What follows belongs to an exercise in optimizing a design on an open flow for small area; a production flow would make more cautious choices. In this exercise RTL edits were held to simulation tests only and were not proved equivalent to the original. Power is estimated from default activity; no workload was simulated.

--- constraint.sdc ---
create_clock -name core_clock -period 10.0 [get_ports {clk}]
set_input_delay 2.0000 -clock core_clock [delete_from_list [all_inputs] [get_ports {clk}]]
set_output_delay 2.0000 -clock core_clock [all_outputs]
set_load 0.01 [all_outputs]
--- design.v ---
`timescale 1ns / 1ps
module uart_tx_rx(
input clk,
input rst,  
input start,
input [7:0] txin,  
output reg tx,  
input rx,
output [7:0] rxout,
output rxdone, txdone   
);
parameter clk_value = 100_000, baud = 9600;  
parameter wait_count = clk_value/baud;  
reg bitDone;
integer count;
parameter idle = 0, send = 1, check = 2;
reg[1:0] state;
always@(posedge clk) begin
    if(rst) begin
        count <= 0;
        bitDone <= 0;
    end
    else if(state == idle) begin
        count <= 0;
    end
    else begin
        if(count ==  wait_count) begin
            bitDone <= 1;  
            count <= 0;  
        end
        else begin
            count <= count + 1;
            bitDone <= 0;
        end
    end
end
reg [9:0] txData;   
integer bitIndex;  
reg[9:0] shifttx;  
always@(posedge clk) begin
    if(rst) begin
        state <= idle;
        tx <= 1'b1;
        txData <= 0;
        bitIndex <= 0;
        shifttx <= 0;
    end
    else
    case(state)
        idle: begin
                tx <= 1'b1;   
                txData <= 0;  
                bitIndex <= 0;  
                shifttx <= 0;
                if(start == 1) begin
                    txData <= {1'b1, txin, 1'b0};  
                    state <= send;
                end
                else begin
                    state <= idle;  
                end
              end
        send: begin
                tx <= (bitIndex <= 9) ? txData[bitIndex] : 1'b1;  
                state <= check;
                shifttx <= {((bitIndex <= 9) ? txData[bitIndex] : 1'b1), shifttx[9:1]};
              end
        check: begin
                if(bitIndex <= 9)  
                    begin
                        if(bitDone == 1'b1)
                            begin
                                state <= send;
                                bitIndex <= bitIndex + 1;
                            end
                    end
                else begin     
                    state <= idle;
                    bitIndex <= 0;
                end
               end
        default: state <= idle;
    endcase
end
assign txdone = (bitIndex == 9 && bitDone == 1'b1) ? 1 : 0;  
integer rcount;  
integer rindex;  
parameter ridle = 0, rwait = 1, recv = 2, rcheck = 3;
reg [1:0] rstate;
reg [9:0] rxdata;
always@(posedge clk) begin
    if(rst) begin
        rstate <= ridle;
        rxdata <= 0;
        rindex <= 0;
        rcount <= 0;
    end
    else
    case(rstate)
        ridle: begin
                    rxdata <= 0;
                    rindex <= 0;
                    rcount <= 0;
                        if(rx == 0)  
                        begin
                            rstate <= rwait;
                        end
                        else begin
                            rstate <= ridle;
                        end
                end
        rwait: begin
                if(rcount < wait_count / 2)  
                    begin
                        rcount <= rcount + 1;
                        rstate <= rwait;
                    end
                    else begin
      rcount <= 0;
                        rstate <= recv;
                        rxdata <= {rx, rxdata[9:1]};  
                    end
                end
        recv: begin
                if(rindex <= 9) begin
                    if(bitDone == 1) begin
                        rindex <= rindex + 1;
                        rstate <= rwait;   
                    end
                end
                else begin
                    rstate <= ridle;
                    rindex <= 0;
                end
              end
        default: rstate <= idle;
    endcase
end
assign rxout = rxdata[8:1];  
assign rxdone = (rindex == 9 && bitDone == 1) ? 1 : 0;
endmodule
--- config.mk ---
export PLATFORM = sky130hd
export DESIGN_NAME = uart_tx_rx
export DESIGN_NICKNAME = uart_tx_rx
export VERILOG_FILES = /design/flow/design.v
export SDC_FILE = /design/flow/constraint.sdc
export NUM_CORES = 4
export LEC_CHECK = 0
export CAP_MARGIN = 20
export CORE_MARGIN = 2
export CORE_UTILIZATION = 40
export SLEW_MARGIN = 20
--- run.sh ---
#!/bin/bash
# synth_recipe.tcl (not shown) runs the flow's synth.tcl, then flattens the netlist and writes it again
# the make line also repeats each setting of config.mk as NAME=value (left out here)
make -C /OpenROAD-flow-scripts/flow DESIGN_CONFIG=/design/flow/config.mk WORK_HOME=/design/flow/orfs CLKGATE_MAP_FILE= SYNTH_SCRIPT=/design/flow/synth_recipe.tcl finish
==> results of run 1 <==
worst min-delay path by stage:
stage                                         to  slack [ns]
after floorplan           rxdata[8]$_SDFFE_PP0P_        0.43
after detailed placement  rxdata[8]$_SDFFE_PP0P_        0.44
final                     rxdata[8]$_SDFFE_PP0P_        0.44
after CTS                 rxdata[8]$_SDFFE_PP0P_        0.45
after global placement    rxdata[8]$_SDFFE_PP0P_        0.44
after global routing      rxdata[8]$_SDFFE_PP0P_        0.47
final cells by class:
type	instances	area share, %
Timing Repair Buffer	33	3.356
Multi-Input combinational cell	737	50.83
Inverter	36	1.523
Clock inverter	15	1.466
Tap cell	265	3.737
Clock buffer	17	4.794
Sequential cell	152	34.29
synth_stat cells, types with 6 or more instances:
library cell | instances | share of area [%]
dfxtp_1 | 152 | 38
nand2_1 | 88 | 4.2
nor2_1 | 70 | 3.3
a21oi_1 | 68 | 4.3
nand3_1 | 66 | 4.2
clkbuf_1 | 54 | 2.5
nand4_1 | 51 | 4.0
nor4_1 | 47 | 3.7
o21ai_0 | 41 | 2.6
inv_1 | 34 | 1.6
o31ai_1 | 32 | 3.0
or4_1 | 31 | 2.9
or3_1 | 28 | 2.2
a31oi_1 | 27 | 2.1
nor3_1 | 22 | 1.4
xnor2_1 | 21 | 2.3
and3_1 | 14 | 1.1
xor2_1 | 13 | 1.4
ha_1 | 10 | 1.6
and4_1 | 9 | 0.99
buf_4 | 8 | 0.75
o311ai_0 | 8 | 0.88
a311oi_1 | 6 | 0.66
buf_1 | 6 | 0.28
logic make-up (layout without fill, tap and decap cells):
group | Yosys count | after routing | synth area share (%)
AND/OR/NAND/NOR | 457 | 457 | 31.34
AO/OA/AOI/OAI | 230 | 230 | 18.68
flip-flops | 152 | 152 | 38.25
buffers and inverters | 107 | 101 | 5.472
XOR/XNOR | 34 | 34 | 3.743
adder cells (fa/ha/maj) | 10 | 10 | 1.573
multiplexers | 6 | 6 | 0.9435
per-layer routing:
layer / vias to the layer above / track usage (%) / routed length, um / part of all wire (%)
met5: - / 0 / 0 / 0
met4: 0 / 4.901 / 184 / 0.98
met1: 3464 / 26.38 / 9781 / 52
li1: 3751 / - / - / -
met3: 15 / 3.742 / 654 / 3.5
met2: 126 / 27.02 / 8206 / 44
power groups by stage:
stage	Combinational, uW	Sequential (uW)	Clock [uW]
2_1_floorplan	47.4	627	0
3_3_place_gp	64.1	631	0
3_5_place_dp	64.7	631	0
4_1_cts	65.0	617	627
5_1_grt	72.2	618	652
6_report	64.7	618	609
sequential cells by signal (all words and copies together) (netlist names):
name	cells
rindex	32
state	2
txData	9
rstate	2
rcount	32
tx	1
bitDone	1
rxdata	9
count	32
bitIndex	32
stage by stage:
stage | utilization [%] | hold slack (ns) | area [um^2] | instances | worst slack (ns)
detailed placement | 42.74 | 0.4399 | 8318 | 1223 | 5.804
global route | 45.59 | 0.4712 | 8874 | 1255 | 5.265
finish | 45.59 | 0.4428 | 8874 | 1255 | 5.509
floorplan | - | 0.4285 | 7956 | 996 | 6.763
global placement | 42.71 | 0.4400 | 8313 | 1223 | 5.677
CTS | 45.59 | 0.4493 | 8874 | 1255 | 5.495
worst register-to-register path: cells and delay by family (launching register included):
kind | cells | cell delay (ns)
compound gates | 2 | 1.23
flops | 1 | 0.36
simple gates | 3 | 1.39
==> summary.txt, run 1 <==
R2R Setup Slk=between 6 and 7 ns; Routed WL=around 19000 um; switching part of the total=about a quarter; vias=~7400; CTS sink cnt=roughly 150; Port Buf Inserts=22; worst path cell trace=nor4_1, nand4_1, nor3_1, clkdlybuf4s50_1; dpl hpwl=12460 um; CTS tree=built; RSZ-0062 raised after global routing=no; Hold Vio Cnt, Final=0; Gate power share=5.0%; skew final=~0.0097 ns; die height=roughly 150 um; crit path launch type=register; FF+latch area=approximately 3000 um^2; highest cell delay on the worst timing path=between 0.6 and 0.7 ns; Async SR Flop Fraction=0%; row count=a little over 50; Critical Path RT=8.00 ns; Tot Pwr=approximately 1300 uW; Tcrit/Tclk final=approximately 45%; DRC=0; total CTS buffers=17; Critical Path Start=rindex[6]$_SDFFE_PP0P_; Seq cells post-synth=approximately 150; buffers plus inverters on the worst setup path=1; Setup crit end=rxdone; GR Overflow Total=0; synth unique cells=63; share of cells above drive strength 1=between 6 and 7%; Post-DRT Antenna Nets=0; Max Cap Viol=0; multi-input logic area=4511 um^2; fin nets=around 1000; count of flip-flops with a built-in enable after synthesis=0; largest net degree at the start of global routing=58; drt initial violations=579; Worst Max-Slew Pin Slew=0.8383 ns; WP data arrival=between 2 and 2.5 ns; WHS Path Cells=2; most frequent cells in the layout=dfxtp_1, nand2_1, nor2_1; Setup Crit Path Kind=register to output port; DR vias/cell=between 5 and 6; Int Pwr=between 900 and 1000 uW; Min-Delay Path Class=register to register; DRT Pass-1 Iters=4; register area share after synthesis=38.25%; PD cells=145.5 nW/um^2; ANT cells=0; Main synth FF type=dfxtp_1; GPL Wtd Cong=between 0.8 and 0.9; NetSw=335.8 uW; setup_tns=0 ns; commonest non-fill, non-tap cell in the layout=dfxtp_1; critical path depth=4; Overall Global Routing Usage=18.09%; CP top delay family=simple AND/OR/NAND/NOR gates; H-tree depth=4; status=timing/DRC/antenna clean; Post-CTS Resized=0; CORE AREA=19460 um^2; clk buf depth=2; setup violators final=0; CP endpoint kind=output port; f_max=~220 MHz; Wirelength per Cell=15.00 um; synthesized area=~8000 um^2; reg2reg end=rindex[2]$_SDFFE_PP0P_; clock-pin slew on the worst setup and hold paths=0.06 ns; Post-CTS Hold Fix Bufs=0; Ys Warns=1; power share of the clock group=47.2%; I/O pin total=23; CTS Root Cell=clkbuf_16; worst r2r path cells=5; initial antenna violation count=0; Max FO, Critical Path=7; hold path start=rxdata[9]$_SDFFE_PP0P_; Clock Latency Late Sink=0.43 ns; die area=between 20000 and 25000 um^2; Reg power frac=a little under half; die width=between 100 and 150 um; fillers=approximately 1900; CP max-delay cell=clkdlybuf4s50_1; maximum vdd ir drop=around 0.085 mV; Synth Instances=between 900 and 1000; P_leak=between 0.002 and 0.003 uW; Final Slew Violations=0; vias in the first global route=between 6000 and 7000; r2r startpoint=rindex[6]$_SDFFE_PP0P_; Starting Density=40.88%; Period minus WS final=about 4.5 ns; first-pass GRT wire length=32500 um; setup bufs post-CTS=0; worst rel slew slack=43.40%; Area Growth Syn to Fin=11.53%; syn_area_per_cell=7.988 um^2; Syn Nets=a little over 1000
==> run 2: changes to the inputs <==
==> design.v (replaced) <==
`timescale 1ns / 1ps
module uart_tx_rx(
input clk,
input rst,  
input start,
input [7:0] txin,
output tx,
input rx,
output [7:0] rxout,
output rxdone, txdone
);
reg [3:0] m;    
reg [3:0] c;    
reg [7:0] d;    
wire idle  = c[3] & c[2] & ~c[1];           
wire m10   = m[3] & m[1];                   
wire m9    = m[3] & m[0];                   
wire cend  = c[3] & ~c[2] & c[0];           
wire go    = idle & start;
wire bitDone = m9 & ~(c[3] & c[2] & ~c[0]);  
always @(posedge clk) begin
    if (go)
        m <= 4'd9;
    else if (m10)
        m <= 4'd0;
    else
        m <= m + 4'd1;
end
always @(posedge clk) begin
    if (rst)
        c <= 4'd12;
    else if (idle) begin
        if (start) c <= 4'd14;
    end
    else if (cend)
        c <= 4'd12;
    else if (m10)
        c <= c + 4'd1;
end
always @(posedge clk)
    if (idle) d <= txin;
assign tx = c[3] ? ~(c[2] & c[1] & (c[0] | m[1])) : d[c[2:0]];
assign txdone = m9 & (c == 4'd8);
reg [2:0] rc;
reg [3:0] ri;
reg [7:0] rd;
wire ri9  = ri[3] & ri[0];
wire ri10 = ri[3] & ri[1];
always @(posedge clk) begin
    if (rst)
        rc <= 3'd7;
    else case (rc)
        3'd7: if (!rx) rc <= 3'd0;
        3'd6: if (ri10) rc <= 3'd7; else if (bitDone) rc <= 3'd0;
        default: rc <= rc + 3'd1;
    endcase
end
always @(posedge clk) begin
    if (rc == 3'd7)
        ri <= 4'd0;
    else if (rc == 3'd6 && !ri10 && bitDone)
        ri <= ri + 4'd1;
end
always @(posedge clk)
    if (rc == 3'd5 && !ri9) rd <= {rx, rd[7:1]};
assign rxout = rd;
assign rxdone = ri9 & bitDone;
endmodule
==> flow/run.sh (new file) <==
#!/bin/bash
set -euo pipefail
bash standard.sh \
  "BUFFER_PORTS_ARGS=-buffer_cell sky130_fd_sc_hd__buf_1" \
  "CTS_ARGS=-sink_clustering_enable -repair_clock_nets -dont_use_dummy_load -buf_list sky130_fd_sc_hd__clkbuf_8 -root_buf sky130_fd_sc_hd__clkbuf_8" \
  finish > standard.log 2>&1
==> standard.sh (new file) <==
#!/bin/bash
# synth_recipe.tcl (not shown) runs the flow's synth.tcl, then flattens the netlist and writes it again
# the make line also repeats each setting of config.mk as NAME=value (left out here)
make -C /OpenROAD-flow-scripts/flow DESIGN_CONFIG=/design/flow/config.mk WORK_HOME=/design/flow/orfs CLKGATE_MAP_FILE= SYNTH_SCRIPT=/design/flow/synth_recipe.tcl "${@:-finish}"
--- a/config.mk
+++ b/config.mk
@@ -7,5 +7,5 @@
 export LEC_CHECK = 0
 export CAP_MARGIN = 20
 export CORE_MARGIN = 2
-export CORE_UTILIZATION = 40
+export CORE_UTILIZATION = 70
 export SLEW_MARGIN = 20
removed: run.sh
==> run 2 against run 1 <==
Effect of this change:
- die area decreased by 88%
- global-route usage up 5.6 points
- area after synthesis decreased by 82%
- cell count shrank 87%
- largest cell class is now flip-flops and latches
==> summary.txt, run 2 <==
register area share after synthesis=54.03% (was 38.25%); CTS sink cnt=31 (was 152); first-pass GRT wire length=4091 um (was 32500 um); DRC=0 (unchanged); largest net degree at the start of global routing=13 (was 58); Ys Warns=1 (unchanged); Post-CTS Hold Fix Bufs=0 (unchanged); Critical Path Start=c[0]$_SDFFE_PP0P_ (was rindex[6]$_SDFFE_PP0P_); skew final=0.01491 ns (was 0.009682 ns); worst rel slew slack=68.17% (was 43.40%); Routed WL=2505 um (was 18830 um); DRT Pass-1 Iters=4 (unchanged); largest cells by area after synthesis=edfxtp_1, dfxtp_1, ha_1 (was dfxtp_1, a21oi_1, nand2_1); clock-pin slew on the worst setup and hold paths=0.06 ns (about the same); synthesized area=1445 um^2 (was 7956 um^2); hold path start=rd[5]$_DFFE_PP_ (was rxdata[9]$_SDFFE_PP0P_); DR vias/cell=5.815 (was 5.861); Critical Path RT=8.00 ns (about the same); R2R Setup Slk=8.42 ns (was 6.92 ns); vias in the first global route=917 (was 6457); Final Slew Violations=0 (unchanged); Hold Vio Cnt, Final=0 (unchanged); total CTS buffers=5 (was 17); Post-CTS Resized=0 (unchanged); commonest non-fill, non-tap cell in the layout=buf_1 (was dfxtp_1); ANT cells=0 (unchanged); Wirelength per Cell=14.91 um (was 15.00 um); Syn Nets=139 (was 1018); initial antenna violation count=0 (unchanged); Main synth FF type=edfxtp_1 (was dfxtp_1); CORE AREA=1962 um^2 (was 19460 um^2); most instantiated library cell after synthesis=edfxtp_1 (was dfxtp_1); fin nets=163 (was 999); multi-input logic area=613.1 um^2 (was 4511 um^2); CP endpoint kind=output port (unchanged); die height=49.44 um (was 145.0 um); Yosys top cell area share=33.25% (was 38.25%); CTS tree=built (unchanged); PD cells=239.9 nW/um^2 (was 145.5 nW/um^2); GPL Wtd Cong=0.7891 (was 0.8174); row count=16 (was 51); RSZ-0062 raised after global routing=no (unchanged); status=timing/DRC/antenna clean (unchanged); r2r startpoint=c[2]$_SDFFE_PP1P_ (was rindex[6]$_SDFFE_PP0P_); setup violators final=0 (unchanged); f_max=262.9 MHz (was 222.7 MHz); worst slack, placed=6.491 ns (was 5.804 ns); Max FO, Critical Path=12 (was 7); Setup Crit Path Kind=register to output port (unchanged); share of cells above drive strength 1=9.220% (was 6.869%); I/O pin total=23 (unchanged); fillers=131 (was 1904); post-synth top area cell=edfxtp_1 (was dfxtp_1); die width=49.44 um (was 145.0 um); Overall Global Routing Usage=23.66% (was 18.09%); setup_tns=0 ns (unchanged); H-tree depth=2 (was 4); Tcrit/Tclk final=38.03% (was 44.91%); vias=977 (was 7356); Max Cap Viol=0 (unchanged); Clock Latency Late Sink=0.28 ns (was 0.43 ns); clk buf depth=2 (unchanged); Async SR Flop Fraction=0% (unchanged); die area=2444 um^2 (was 21040 um^2); Synth Instances=119 (was 996); dpl hpwl=1770 um (was 12460 um); syn_area_per_cell=12.14 um^2 (was 7.988 um^2); P_leak=0.0006172 uW (was 0.002547 uW); GR Overflow Total=0 (unchanged); Post-DRT Antenna Nets=0 (unchanged); synth unique cells=39 (was 63); Min-Delay Path Class=register to register (unchanged); Worst Max-Slew Pin Slew=0.4769 ns (was 0.8383 ns); Period minus WS final=3.803 ns (was 4.491 ns); crit path launch type=register (unchanged); maximum vdd ir drop=0.1689 mV (was 0.08521 mV); count of flip-flops with a built-in enable after synthesis=16 (was 0); Starting Density=73.66% (was 40.88%); most instantiated cells after synthesis=edfxtp_1, dfxtp_1, nand2_1, nor2_1, ha_1 (was dfxtp_1, nand2_1, nor2_1); WP data arrival=1.80 ns (was 2.49 ns); Port Buf Inserts=22 (unchanged); biggest regs=d: 8 flops, rd: 8 flops; Final Util=81.44% (was 45.59%); Seq cells post-synth=31 (was 152); CTS Root Cell=clkbuf_8 (was clkbuf_16); Area Growth Syn to Fin=10.56% (was 11.53%); setup bufs post-CTS=0 (unchanged); Worst Slack Setup Final=6.197 ns (was 5.509 ns); drt initial violations=20 (was 579); most frequent cells in the layout=buf_1, edfxtp_1, dfxtp_1 (was dfxtp_1, nand2_1, nor2_1); FF+latch area=780.7 um^2 (was 3043 um^2)
## run 2: cell types whose count changed after synthesis, moves of 31 or more
cell and change:
dfxtp_1 -137, or4_1 -31, a21oi_1 -64, o31ai_1 -32, o21ai_0 -40, nor4_1 -47
nand2_1 -78, nor2_1 -60, nand4_1 -50, clkbuf_1 -53, nand3_1 -65
## run 2: final timing paths
check / to / depth (start not counted)
max: tx / 4
min: rd[4]$_DFFE_PP_ / 0
max reg2reg: c[1]$_SDFFE_PP0P_ / 4
min reg2reg: rd[4]$_DFFE_PP_ / 0
## run 2: cell families after synthesis
family / share of synthesized area [%]
simple gates: 14.98
flops: 54.03
compound gates: 11.25
buf+inv: 3.550
fa+ha+maj: 6.927
mux: 6.840
xor+xnor: 2.425
## run 2: final cells by class
class	instances	area share (%)
sequential	31	48.86
multi-input combinational	78	38.37
timing repair buffer	22	5.168
clock buffer	5	4.307
tap	27	2.114
inverter	5	1.175
## run 2: layer usage
layer / track usage, % / vias to the layer above / wire length (um)
li1: - / 482 / -
met1: 26.40 / 466 / 1058
met2: 39.64 / 26 / 1284
met3: 11.04 / 3 / 129
met4: 8.333 / 0 / 32
met5: 0 / - / 0
## run 2: report_power, final
part / switching [uW] / leakage [uW] / internal [uW]
Clock: 38.3 / 0.0000359 / 44.5
Combinational: 56.7 / 0.000303 / 48.7
Sequential: 27.3 / 0.000279 / 168
## run 2: worst max-delay path: stages, from the launching register on
cell and delay (ns):
dfxtp_1 0.57, mux4_1 0.60, mux2i_1 0.14, o21ai_1 0.07
buf_1 0.14
## run 2: per-stage QoR
step / std cells / cell area [um^2] / hold slack, ns / total power, uW
6_report: 168 / 1598 / 0.4564 / 383.3
5_1_grt: 168 / 1598 / 0.4746 / 407.6
4_1_cts: 168 / 1598 / 0.4573 / 385.0
3_5_place_dp: 163 / 1529 / 0.4488 / 301.1
3_3_place_gp: 163 / 1529 / 0.4304 / 293.1
2_1_floorplan: 119 / 1445 / 0.4940 / 272.9
==> run 3: changes to the inputs <==
==> flow/run.sh (replaced) <==
#!/bin/bash
set -euo pipefail
bash standard.sh \
  "BUFFER_PORTS_ARGS=-buffer_cell sky130_fd_sc_hd__buf_1" \
  "CTS_ARGS=-sink_clustering_enable -sink_clustering_size 40 -sink_clustering_max_diameter 200 -repair_clock_nets -dont_use_dummy_load -buf_list sky130_fd_sc_hd__clkbuf_8 -root_buf sky130_fd_sc_hd__clkbuf_8" \
  finish > standard.log 2>&1
==> run 3 against run 2 <==
Effect of this change:
- flip-flop and latch count is the same
- cell count is the same
- first-iteration DRC count is the same
- register-to-register slack is essentially flat
- critical path depth is the same
- area after synthesis is the same
- wire length is the same
- via count is the same
- count of clock-buffer cells in the layout is the same
- sequential share of layout area is the same
- synthesized cell count is the same
==> summary.txt, run 3 <==
biggest regs=d: 8 flops, rd: 8 flops (unchanged); most instantiated cells after synthesis=edfxtp_1, dfxtp_1, nand2_1, nor2_1, ha_1 (unchanged); Post-CTS Hold Fix Bufs=0 (unchanged); Synth Instances=119 (unchanged); Critical Path RT=8.00 ns (about the same); setup bufs post-CTS=0 (unchanged); WP data arrival=1.80 ns (about the same); most frequent cells in the layout=buf_1, edfxtp_1, dfxtp_1 (unchanged); initial antenna violation count=0 (unchanged); ANT cells=0 (unchanged); fillers=131 (unchanged); P_leak=0.0006172 uW (unchanged); hold worst-path end=rd[4]$_DFFE_PP_ (unchanged); worst rel slew slack=68.17% (unchanged); f_max=262.9 MHz (unchanged); vias=977 (unchanged); Post-DRT Antenna Nets=0 (unchanged); commonest non-fill, non-tap cell in the layout=buf_1 (unchanged); largest net degree at the start of global routing=13 (unchanged); setup violators final=0 (unchanged); reg2reg end=c[1]$_SDFFE_PP0P_ (unchanged); Wirelength per Cell=14.91 um (unchanged); register area share after synthesis=54.03% (unchanged); drt initial violations=20 (unchanged); H-tree depth=2 (unchanged); GR Overflow Total=0 (unchanged); GPL Wtd Cong=0.7891 (unchanged); r2r startpoint=c[2]$_SDFFE_PP1P_ (unchanged); Seq cells post-synth=31 (unchanged); maximum vdd ir drop=0.1689 mV (unchanged); PD cells=239.9 nW/um^2 (unchanged); Critical Path Start=c[0]$_SDFFE_PP0P_ (unchanged); highest cell delay on the worst timing path=0.60 ns (about the same); row count=16 (unchanged); Max FO, Critical Path=12 (unchanged); Routed WL=2505 um (unchanged); CORE AREA=1962 um^2 (unchanged); Setup Crit Path Kind=register to output port (unchanged); post-layout instance area=1598 um^2 (unchanged); setup_tns=0 ns (unchanged); total CTS buffers=5 (unchanged); DRT Pass-1 Iters=4 (unchanged); synthesized area=1445 um^2 (unchanged); die width=49.44 um (unchanged); post-synth top area cell=edfxtp_1 (unchanged); Ys Warns=1 (unchanged); CP max-delay cell=mux4_1 (unchanged); die height=49.44 um (unchanged); worst path cell trace=mux4_1, mux2i_1, o21ai_1, buf_1 (unchanged); most instantiated library cell after synthesis=edfxtp_1 (unchanged); Final Slew Violations=0 (unchanged); Tcrit/Tclk final=38.03% (unchanged); Port Buf Inserts=22 (unchanged); Syn Nets=139 (unchanged); CP endpoint kind=output port (unchanged); die area=2444 um^2 (unchanged); fin nets=163 (unchanged); largest cells by area after synthesis=edfxtp_1, dfxtp_1, ha_1 (unchanged); DR vias/cell=5.815 (unchanged); share of cells above drive strength 1=9.220% (unchanged); dpl hpwl=1770 um (unchanged); hold path start=rd[5]$_DFFE_PP_ (unchanged); clock-pin slew on the worst setup and hold paths=0.06 ns (about the same); Hold Vio Cnt, Final=0 (unchanged); Min-Delay Path Class=register to register (unchanged); worst r2r path cells=4 (unchanged); clk buf depth=2 (unchanged); CTS tree=built (unchanged); skew final=0.01491 ns (unchanged); synth unique cells=39 (unchanged); DRC=0 (unchanged); status=timing/DRC/antenna clean (unchanged); count of flip-flops with a built-in enable after synthesis=16 (unchanged); CTS sink cnt=31 (unchanged); Worst Max-Slew Pin Slew=0.4769 ns (unchanged); CTS Root Cell=clkbuf_8 (unchanged); crit path launch type=register (unchanged); first-pass GRT wire length=4091 um (unchanged); Period minus WS final=3.803 ns (unchanged); I/O pin total=23 (unchanged); Post-CTS Resized=0 (unchanged); syn_area_per_cell=12.14 um^2 (unchanged); Clock Latency Late Sink=0.28 ns (about the same); Yosys top cell area share=33.25% (unchanged); R2R Setup Slk=8.42 ns (about the same); Overall Global Routing Usage=23.66% (unchanged); Main synth FF type=edfxtp_1 (unchanged); Area Growth Syn to Fin=10.56% (unchanged); Starting Density=73.66% (unchanged); Max Cap Viol=0 (unchanged); vias in the first global route=917 (unchanged); WHS Path Cells=0 (unchanged); Placement Cell Area=1529 um^2 (unchanged); Async SR Flop Fraction=0% (unchanged); RSZ-0062 raised after global routing=no (unchanged)
-- run 3: cell counts in the layout (fill, tap and decap cells not counted) --
Identical to the previous run, type by type.
-- run 3: layout make-up --
cell class              count  area, um^2  share of cell area [%]
multi-input cells          78       613.1                   38.37
inverters                   5       18.77                   1.175
flip-flops and latches     31       780.7                   48.86
clock buffers               5       68.82                   4.307
well taps                  27       33.78                   2.114
repair buffers             22       82.58                   5.168
-- run 3: report_power, final --
group / internal [uW] / leakage (uW) / switching (uW)
clock: 44.5 / 0.0000359 / 38.3
combinational: 48.7 / 0.000303 / 56.7
sequential: 168 / 0.000279 / 27.3
-- run 3: how the worst max path moves through the flow --
stage	slack, ns	endpoint	cells after the start
2_1_floorplan	6.80	tx	4
3_3_place_gp	6.51	tx	4
3_5_place_dp	6.49	tx	4
4_1_cts	6.19	tx	4
5_1_grt	6.09	tx	4
6_report	6.20	tx	4
-- run 3: layer usage --
layer | part of all wire, % | wire, um | vias up | global-route usage, %
met4 | 1.3 | 32 | 0 | 8.333
met5 | 0 | 0 | - | 0
met1 | 42 | 1058 | 466 | 26.40
met2 | 51 | 1284 | 26 | 39.64
met3 | 5.1 | 129 | 3 | 11.04
li1 | - | - | 482 | -
-- run 3: cell families (layout without fill, tap and decap cells) --
group / after synthesis / in the layout / share of synthesized area, %
buf+inv: 10 / 32 / 3.550
fa+ha+maj: 8 / 8 / 6.927
simple gates: 38 / 38 / 14.98
xor+xnor: 4 / 4 / 2.425
compound gates: 21 / 21 / 11.25
mux: 7 / 7 / 6.840
flops: 31 / 31 / 54.03
-- run 3: through the flow --
| stage | hold slack [ns] | util [%] | total power (uW) | worst slack [ns] | std cells |
|---|---|---|---|---|---|
| after CTS | 0.4573 | 81.44 | 385.0 | 6.193 | 168 |
| after detailed placement | 0.4488 | 77.93 | 301.1 | 6.491 | 163 |
| after global placement | 0.4304 | 77.93 | 293.1 | 6.513 | 163 |
| after global routing | 0.4746 | 81.44 | 407.6 | 6.086 | 168 |
| final | 0.4564 | 81.44 | 383.3 | 6.197 | 168 |
| after floorplan | 0.4940 | - | 272.9 | 6.798 | 119 |
-- run 3: worst max-delay path: cells and delay by family (launching register included) --
family          cells  cell delay, ns
flops               1            0.57
mux                 2            0.74
compound gates      1            0.07
buf+inv             1            0.14
==> run 4: changes to the inputs <==
==> flow/run.sh (replaced) <==
#!/bin/bash
set -euo pipefail
bash standard.sh \
  "BUFFER_PORTS_ARGS=-buffer_cell sky130_fd_sc_hd__buf_1" \
  "CTS_ARGS=-repair_clock_nets -dont_use_dummy_load -buf_list sky130_fd_sc_hd__clkbuf_4 -root_buf sky130_fd_sc_hd__clkbuf_4" \
  finish > standard.log 2>&1
--- a/config.mk
+++ b/config.mk
@@ -7,5 +7,5 @@
 export LEC_CHECK = 0
 export CAP_MARGIN = 20
 export CORE_MARGIN = 2
-export CORE_UTILIZATION = 70
+export CORE_UTILIZATION = 85
 export SLEW_MARGIN = 20
==> run 4 against run 3 <==
Effect of this change:
- the flow now stops in global placement without I/O
- synthesized cell count unchanged
- area after synthesis unchanged
==> summary.txt, run 4 <==
largest cells by area after synthesis=edfxtp_1, dfxtp_1, ha_1 (unchanged); die width=45.23 um (was 49.44 um); Syn Nets=139 (unchanged); status=did not finish (was timing/DRC/antenna clean); syn_area_per_cell=12.14 um^2 (unchanged); Async SR Flop Fraction=0% (unchanged); post-synth top area cell=edfxtp_1 (unchanged); row count=14 (was 16); register area share after synthesis=54.03% (unchanged); Seq cells post-synth=31 (unchanged); Stop stage=global placement without I/O; Synth Area in Simple Gates=14.98% (unchanged); Synth Area in Adders=6.926% (unchanged); Ys Warns=1 (unchanged); Yosys top cell area share=33.25% (unchanged); largest family of logic cells by synthesized area=simple AND/OR/NAND/NOR gates (unchanged); synth unique cells=39 (unchanged); mux cell area share after synthesis=6.840% (unchanged); synthesized area=1445 um^2 (unchanged); die height=45.23 um (was 49.44 um); post-synthesis xor/xnor area fraction=2.424% (unchanged); Starting Density=93.75% (was 73.66%); most instantiated cells after synthesis=edfxtp_1, dfxtp_1, nand2_1, nor2_1, ha_1 (unchanged); count of flip-flops with a built-in enable after synthesis=16 (unchanged); compound-cell area share of the yosys netlist=11.26% (unchanged); Synth Instances=119 (unchanged); Main synth FF type=edfxtp_1 (unchanged); stop err=[ERROR GPL-0301] Utilization 101.291 % exceeds 100%.; most instantiated library cell after synthesis=edfxtp_1 (unchanged)
run 4: cell counts after synthesis:
Identical to the previous run, type by type.
run 4: kinds of logic after synthesis:
logic type,Yosys count
fa+ha+maj,8
simple gates,38
compound gates,21
xor+xnor,4
buf+inv,10
mux,7
flops,31
==> run 5: changes to the inputs <==
==> run.sh (new file) <==
#!/bin/bash
# synth_recipe.tcl (not shown) runs the flow's synth.tcl, then flattens the netlist and writes it again
# the make line also repeats each setting of config.mk as NAME=value (left out here)
make -C /OpenROAD-flow-scripts/flow DESIGN_CONFIG=/design/flow/config.mk WORK_HOME=/design/flow/orfs CLKGATE_MAP_FILE= SYNTH_SCRIPT=/design/flow/synth_recipe.tcl finish
--- a/config.mk
+++ b/config.mk
@@ -7,5 +7,5 @@
 export LEC_CHECK = 0
 export CAP_MARGIN = 20
 export CORE_MARGIN = 2
-export CORE_UTILIZATION = 85
+export CORE_UTILIZATION = 40
 export SLEW_MARGIN = 20
removed: flow/run.sh
removed: standard.sh
==> run 5 against run 4 <==
Effect of this change:
- now clean on timing, DRC and antenna
- synthesized cell count unchanged
- area after synthesis unchanged
==> summary.txt, run 5 <==
Final Util=about half; wire length on met3=about 120 um; register area share after synthesis=54.03% (unchanged); PD cells=219.5 nW/um^2; Area Growth Syn to Fin=20.35%; Tot Pwr=around 380 uW; DR vias/cell=5.105; Final Slew Violations=0; post-synth top area cell=edfxtp_1 (unchanged); Hold Vio Cnt, Final=0; status=timing/DRC/antenna clean (was did not finish); Syn Nets=139 (unchanged); vias=970; CORE AREA=3416 um^2; R2R Setup Slk=between 8 and 9 ns; Async SR Flop Fraction=0% (unchanged); most instantiated cells after synthesis=edfxtp_1, dfxtp_1, nand2_1, nor2_1, ha_1 (unchanged); Max FO, Critical Path=12; CTS sink cnt=31; commonest non-fill, non-tap cell in the layout=clkdlybuf4s50_1; skew final=roughly 0.012 ns; Seq cells post-synth=31 (unchanged); RSZ-0062 raised after global routing=no; Post-DRT Antenna Nets=0; GR Overflow Total=0; Post-CTS Resized=0; synthesized area=1445 um^2 (unchanged); DRC=0; post-synthesis xor/xnor area fraction=2.424% (unchanged); ANT cells=0; P_leak=between 0.0006 and 0.0007 uW; Main synth FF type=edfxtp_1 (unchanged); Routed WL=about 2600 um; WP data arrival=approximately 2.3 ns; initial antenna violation count=0; Synth Instances=119 (unchanged); Yosys top cell area share=33.25% (unchanged); die width=64.11 um (was 45.23 um); Min-Delay Path Class=register to register; Overall Global Routing Usage=14.59%; H-tree depth=2; syn_area_per_cell=12.14 um^2 (unchanged); count of flip-flops with a built-in enable after synthesis=16 (unchanged); Port Buf Inserts=22; Tcrit/Tclk final=42.95%; clk buf depth=2; hold worst-path end=rd[4]$_DFFE_PP_; f_max=approximately 230 MHz; Period minus WS final=4.295 ns; CP endpoint kind=output port; die height=64.11 um (was 45.23 um); setup violators final=0; Clock Latency Late Sink=between 0.3 and 0.4 ns; Synth Area in Adders=6.926% (unchanged); setup_tns=0 ns; total CTS buffers=5; worst rel slew slack=68.66%; fin nets=approximately 160; first-pass GRT wire length=roughly 4500 um; DRT Pass-1 Iters=4; Wirelength per Cell=~14 um; most instantiated library cell after synthesis=edfxtp_1 (unchanged); GPL Wtd Cong=roughly 0.82; share of cells above drive strength 1=roughly 9%; Ys Warns=1 (unchanged); most frequent cells in the layout=clkdlybuf4s50_1, edfxtp_1, dfxtp_1; reg2reg end=c[1]$_SDFFE_PP0P_; Max Used Layer=met4; Synth Area in Simple Gates=14.98% (unchanged); compound-cell area share of the yosys netlist=11.26% (unchanged); maximum vdd ir drop=roughly 0.1 mV; CTS Root Cell=clkbuf_4; row count=21 (was 14); Critical Path RT=around 8 ns; Max Cap Viol=0; setup bufs post-CTS=0; crit path launch type=register; drt initial violations=between 50 and 60; clock-pin slew on the worst setup and hold paths=about 0.1 ns; mux cell area share after synthesis=6.840% (unchanged); Starting Density=42.31% (was 93.75%); Setup Crit Path Kind=register to output port; largest family of logic cells by synthesized area=simple AND/OR/NAND/NOR gates (unchanged); r2r startpoint=c[0]$_SDFFE_PP0P_; Post-CTS Hold Fix Bufs=0; CTS tree=built; hold path start=rd[5]$_DFFE_PP_; largest cells by area after synthesis=edfxtp_1, dfxtp_1, ha_1 (unchanged); Hold Slack=around 0.45 ns; WHS Path Cells=0; die area=about 4100 um^2; synth unique cells=39 (unchanged); Worst Max-Slew Pin Slew=about 0.47 ns; largest net degree at the start of global routing=13; Post-Route M1 WL=~1200 um; vias in the first global route=between 900 and 1000; I/O pin total=23; DR WL met2=1226 um; dpl hpwl=approximately 2000 um; worst r2r path cells=5; biggest regs=d: 8 flops, rd: 8 flops
## run 5: cell counts after synthesis
Identical to the previous run, type by type.
## run 5: metrics by stage
stage / instances / instance area [um^2] / worst slack [ns]
5_1_grt: 190 / 1739 / 5.611
3_5_place_dp: 182 / 1690 / 6.071
6_report: 190 / 1739 / 5.705
3_3_place_gp: 182 / 1690 / 6.158
2_1_floorplan: 119 / 1445 / 6.798
4_1_cts: 190 / 1739 / 5.689
## run 5: final cells by class
class	instances	area, um^2
Fill cell	327	1677
Sequential cell	31	780.7
Multi-Input combinational cell	78	613.1
Timing Repair Buffer	22	220.2
Tap cell	46	57.56
Clock buffer	6	41.29
Inverter	5	18.77
Clock inverter	2	7.507
## run 5: how the worst max path moves through the flow
stage               to  cells after the start         startpoint
finish              tx                      4  c[0]$_SDFFE_PP0P_
global placement    tx                      4  c[0]$_SDFFE_PP0P_
CTS                 tx                      4  c[0]$_SDFFE_PP0P_
floorplan           tx                      4  c[0]$_SDFFE_PP0P_
detailed placement  tx                      4  c[0]$_SDFFE_PP0P_
global route        tx                      4  c[0]$_SDFFE_PP0P_
## run 5: routing by layer
layer,track usage (%),up-vias
li1,-,484
met4,7.181,0
met5,0,-
met2,22.79,24
met1,17.80,456
met3,5.282,6
## run 5: cell families (layout without fill, tap and decap cells)
logic type | count (synthesis) | after routing
simple gates | 38 | 38
fa+ha+maj | 8 | 8
xor+xnor | 4 | 4
buf+inv | 10 | 35
mux | 7 | 7
compound gates | 21 | 21
flops | 31 | 31
## run 5: power by group
part / total (uW) / leakage [uW] / internal, uW / switching [uW]
sequential: 194 / 0.000279 / 167 / 27.0
clock: 67.7 / 0.0000273 / 26.0 / 41.7
combinational: 120 / 0.000362 / 62.0 / 57.8
## run 5: worst max-delay path: stages, from the launching register on
cell	delay, ns
dfxtp_1	0.59
mux4_1	0.64
mux2i_1	0.17
o21ai_1	0.07
clkdlybuf4s50_1	0.49

afterwards: timing with drivers on the ports:
The flow's constraints put no driver on any port. The routed layouts listed below were extracted and timed again, unchanged, in two steps. Step 1 sets driving cells, clkbuf_16 on the clock port and buf_2 on the other inputs (assumed; they add their load-dependent delay and slew). Step 2 moves the port delays by t, midway between the first and last clock arrival at a register: inputs arrive t later, outputs are due t later. That takes back most of the time a late clock gives input paths. Three values: ideal, step 1, step 2; two values: the first two.
| run | t (ns) | setup WS [ns] | worst setup path after step 2 | worst slew at a driven data input, ns |
|---|---|---|---|---|
| run 1 | 0.469 | 5.509 / 5.461 / 5.817 | input to register | 0.05 |
| run 2 | 0.294 | 6.197 / 6.175 / 6.470 | register to output | 0.03 |
| run 3 | 0.294 | 6.197 / 6.175 / 6.470 | register to output | 0.03 |
| run 5 | 0.352 | 5.705 / 5.682 / 6.034 | register to output | 0.03 |
After both steps setup and hold are still met in every run listed.
